This design comes from an exercise in tuning for small area and a short achievable clock period on the open sky130 flow, not from production work.
Where RTL was checked, it was by simulation tests only, not by an equivalence proof against the original.

==> v1 <==
==> flow/design.v (excerpt) <==
module multiplier_pipelined(
    input clk,
    input logic[31:0] a,
    input logic[31:0] b,
    output logic[63:0] r
);
==> flow/config.mk <==
export PLATFORM = sky130hd
export DESIGN_NAME = multiplier_pipelined
export DESIGN_NICKNAME = multiplier_pipelined
export VERILOG_FILES = /design/flow/design.v
export SDC_FILE = /design/flow/constraint.sdc
export NUM_CORES = 4
export LEC_CHECK = 0
export CAP_MARGIN = 20
export CORE_MARGIN = 2
export CORE_UTILIZATION = 40
export SETUP_SLACK_MARGIN = 3.2
export SLEW_MARGIN = 20
export SYNTH_HIERARCHICAL = 1
==> flow/constraint.sdc <==
create_clock -name core_clock -period 7.5 [get_ports {clk}]
set_input_delay 1.5000 -clock core_clock [delete_from_list [all_inputs] [get_ports {clk}]]
set_output_delay 1.5000 -clock core_clock [all_outputs]
set_load 0.01 [all_outputs]
run.sh (not shown) runs the stock make flow with config.mk's settings and CLKGATE_MAP_FILE= SYNTH_SCRIPT=/design/flow/synth_recipe.tcl, a recipe that flattens the netlist after the stock synthesis.
==> v35: changes against v1 <==
==> flow/flow/run.sh (new file) <==
#!/bin/bash
# The standard layout (the standard.sh, unchanged synthesis and steps), except that the
# input and output ports are buffered with sky130_fd_sc_hd__buf_2 cells rather than the cell
# buffer_ports picks by default (clkdlybuf4s50_1, a slow delay cell). Every port still gets a buffer.
set -euo pipefail
export BUFFER_PORTS_ARGS="-buffer_cell sky130_fd_sc_hd__buf_2"
bash standard.sh > standard_flow.log 2>&1
==> flow/standard.sh (new file) <==
#!/bin/bash
# synth_recipe.tcl (not shown) runs the flow's synth.tcl, then flattens the netlist and writes it again
# the make line also repeats each setting of config.mk as NAME=value (left out here)
make -C /OpenROAD-flow-scripts/flow DESIGN_CONFIG=/design/flow/config.mk WORK_HOME=/design/flow/orfs CLKGATE_MAP_FILE= SYNTH_SCRIPT=/design/flow/synth_recipe.tcl "${@:-finish}"
removed: flow/run.sh
==> comparison <==
- Between v35 and v1, the lower register-to-register slack is in v35 (gap 80 ps).
- In global-route usage, v35 and v1 hardly differ.
No run of this note included a check of the RTL's function; only the layout flow was run.


==> inputs of v30 <==
Another version of the RTL of multiplier_pipelined (not shown whole).
Settings: LEC_CHECK=0, CAP_MARGIN=20, CORE_MARGIN=2, CORE_UTILIZATION=40, SETUP_SLACK_MARGIN=2.8, SLEW_MARGIN=20, TNS_END_PERCENT=20; clock period 7.5 ns.
Stock flow here: none of the scripts above is used.
==> v24: changes against v30 <==
--- a/flow/config.mk
+++ b/flow/config.mk
@@ -8,6 +8,5 @@
 export CAP_MARGIN = 20
 export CORE_MARGIN = 2
 export CORE_UTILIZATION = 40
-export SETUP_SLACK_MARGIN = 2.8
+export SETUP_SLACK_MARGIN = 2.0
 export SLEW_MARGIN = 20
-export TNS_END_PERCENT = 20
==> flow_metrics.tcl <==
set metrics [dict create \
    status "finished clean" \
    critPathMaxStageDelay_ns 0.99 \
    cp_max_fo 32 \
    buffers 203 \
]
That was v24.
==> flow_metrics.tcl <==
set metrics [dict create \
    cp_max_fo 8 \
    status "finished clean" \
    critPathMaxStageDelay_ns 0.44 \
    buffers 323 \
]
That was v30.


==> violet: inputs <==
multiplier_pipelined, a different RTL version from the one above (not shown whole).
Settings: LEC_CHECK=0, CAP_MARGIN=20, CORE_MARGIN=2, CORE_UTILIZATION=40, SETUP_SLACK_MARGIN=3.45, SLEW_MARGIN=20, SYNTH_HIERARCHICAL=1; clock period 7.5 ns.
standard.sh (not shown) runs the stock make flow with config.mk's settings and CLKGATE_MAP_FILE= SYNTH_SCRIPT=/design/flow/synth_recipe.tcl, a recipe that flattens the netlist after the stock synthesis.
==> flow/flow/run.sh <==
#!/bin/bash
# The standard layout (the standard.sh: unchanged synthesis and steps), with two changes:
# - the input and output ports are buffered with sky130_fd_sc_hd__buf_2 cells rather than
#   the cell buffer_ports picks by default (clkdlybuf4s50_1, a slow delay cell); every port
#   still gets a buffer;
# - after synthesis, flow/upsize.tcl (ORFS's POST_SYNTH_TCL hook) gives flip-flops that drive
#   8 or more loads the dfxtp_4 drive strength; registers keep their names and cell type.
set -euo pipefail
export BUFFER_PORTS_ARGS="-buffer_cell sky130_fd_sc_hd__buf_2"
export POST_SYNTH_TCL="$PWD/flow/upsize.tcl"
bash standard.sh > standard_flow.log 2>&1
==> flow/flow/upsize.tcl <==
# Give the flip-flops that drive many loads a stronger drive (dfxtp_1 -> dfxtp_4).
# Loads are counted through buffers and inverters. Only the drive strength changes:
# every register keeps its name and its cell type.
proc my_sinks {net depth} {
  set n 0
  foreach it [$net getITerms] {
    if {[$it isOutputSignal]} { continue }
    set m [[$it getInst] getMaster]
    if {$depth < 4 && [regexp {__(clk)?(buf|inv)_} [$m getName]]} {
      set o [[$it getInst] findITerm [expr {[regexp {inv} [$m getName]] ? "Y" : "X"}]]
      if {$o ne "NULL" && [$o getNet] ne "NULL"} { incr n [my_sinks [$o getNet] [expr {$depth + 1}]]; continue }
    }
    incr n
  }
  return $n
}
set n_up 0
foreach inst [[ord::get_db_block] getInsts] {
  if {[[$inst getMaster] getName] ne "sky130_fd_sc_hd__dfxtp_1"} { continue }
  set net [[$inst findITerm Q] getNet]
  if {$net eq "NULL"} { continue }
  if {[my_sinks $net 0] >= 8} {
    replace_cell [$inst getName] sky130_fd_sc_hd__dfxtp_4
    incr n_up
  }
}
puts "upsize.tcl: $n_up flip-flops upsized to dfxtp_4"
==> inputs of willow, as changes to violet <==
--- a/flow/config.mk
+++ b/flow/config.mk
@@ -9,5 +9,6 @@
 export CORE_MARGIN = 2
 export CORE_UTILIZATION = 40
-export SETUP_SLACK_MARGIN = 3.45
+export PLACE_DENSITY = 0.75
+export SETUP_SLACK_MARGIN = 3.1
 export SLEW_MARGIN = 20
 export SYNTH_HIERARCHICAL = 1
==> inputs of lagoon, as changes to violet <==
--- a/flow/config.mk
+++ b/flow/config.mk
@@ -9,5 +9,5 @@
 export CORE_MARGIN = 2
 export CORE_UTILIZATION = 40
-export SETUP_SLACK_MARGIN = 3.45
+export SETUP_SLACK_MARGIN = 3.3
 export SLEW_MARGIN = 20
 export SYNTH_HIERARCHICAL = 1
==> notes.md <==
Result of the run: willow finished clean; violet finished clean; lagoon finished clean
Routed wl met3: willow 16.6 mm; violet 18.6 mm; lagoon 17.6 mm
Worst Path Max Fanout: willow 4; violet 3; lagoon 32
Routed WL: willow 99.8 mm; violet 120 mm; lagoon 113 mm
Capture point of the worst path: willow r[47]; violet r[41]; lagoon y_q[20]$_DFF_P_
Worst Clk Skew: willow 11.4 ps; violet 9.03 ps; lagoon 15.0 ps
Critical path buffers and inverters: willow 4; violet 3; lagoon 0
DPL Wire Length: willow 64.3 mm; violet 70.0 mm; lagoon 70.0 mm
Type of the worst setup path: willow reg2out; violet reg2out; lagoon reg2reg
Global-route wire length before repair: willow 148 mm; violet 164 mm; lagoon 160 mm
Non-clock buffers, area share: willow 2.57%; violet 6.84%; lagoon 4.11%
Total inserted antenna cells: willow 1; violet 3; lagoon 0
CTS buffer count: willow 24; violet 27; lagoon 27
Slew at the pin closest to its max-slew limit: willow 762 ps; violet 809 ps; lagoon 806 ps
Area taken by multi-input logic gates: willow 0.0211 mm²; violet 0.0224 mm²; lagoon 0.0220 mm²
Worst path depth: willow 12; violet 11; lagoon 9
Share of final-layout standard cells stronger than drive strength 1: willow 17.0%; violet 26.0%; lagoon 22.3%
Worst reg2reg path endpoint: willow y_q[15]$_DFF_P_; violet y_q[20]$_DFF_P_; lagoon y_q[20]$_DFF_P_
Start of the worst register-to-register path: willow a_q[14]$_DFF_P_; violet s2_q[7]$_DFF_P_; lagoon s4_q[8]$_DFF_P_
Post-CTS Setup Inserts: willow 1; violet 39; lagoon 14
Met1 Use GR: willow 33.7%; violet 38.7%; lagoon 37.9%
Clock insertion delay at the later pin of the skew report: willow 550 ps; violet 590 ps; lagoon 590 ps
Fraction of met2 tracks used by global routing: willow 39.3%; violet 45.0%; lagoon 43.5%

==> what the ideal ports hide <==
The results above use ideal ports. As a check the final layouts listed here were re-extracted and re-timed, cells and wires unchanged. Step 1 sets driving cells, clkbuf_16 on the clock port and buf_2 on the other inputs (assumed; they add their load-dependent delay and slew). Step 2 times the ports against the registers' clock, not the clock port: input delays grow and output delays shrink by t, the midpoint of the rising clock arrivals with the driver on. Slacks: no drivers / after step 1 / after step 2; pairs: no drivers / after step 1.
| run | t (ns) | slack for setup (ns) | slew at the worst register clock pin (ns) |
|---|---|---|---|
| v1 | 0.626 | 3.089 / 3.029 / 3.034 | 0.07 / 0.07 |
| v35 | 0.632 | 3.154 / 3.094 / 3.155 | 0.07 / 0.07 |
| v30 | 0.583 | 2.600 / 2.535 / 2.672 | 0.10 / 0.10 |
| v24 | 0.577 | 2.085 / 2.060 / 2.085 | 0.10 / 0.10 |
| violet | 0.653 | 3.336 / 3.266 / 3.375 | 0.06 / 0.06 |
| willow | 0.605 | 3.142 / 3.080 / 3.307 | 0.07 / 0.07 |
| lagoon | 0.643 | 3.326 / 3.274 / 3.326 | 0.06 / 0.06 |
After both steps every run listed still meets setup and hold. The setup slack of v1, which loses most, moves by -0.060 ns with the drivers and by -0.055 ns with both steps.
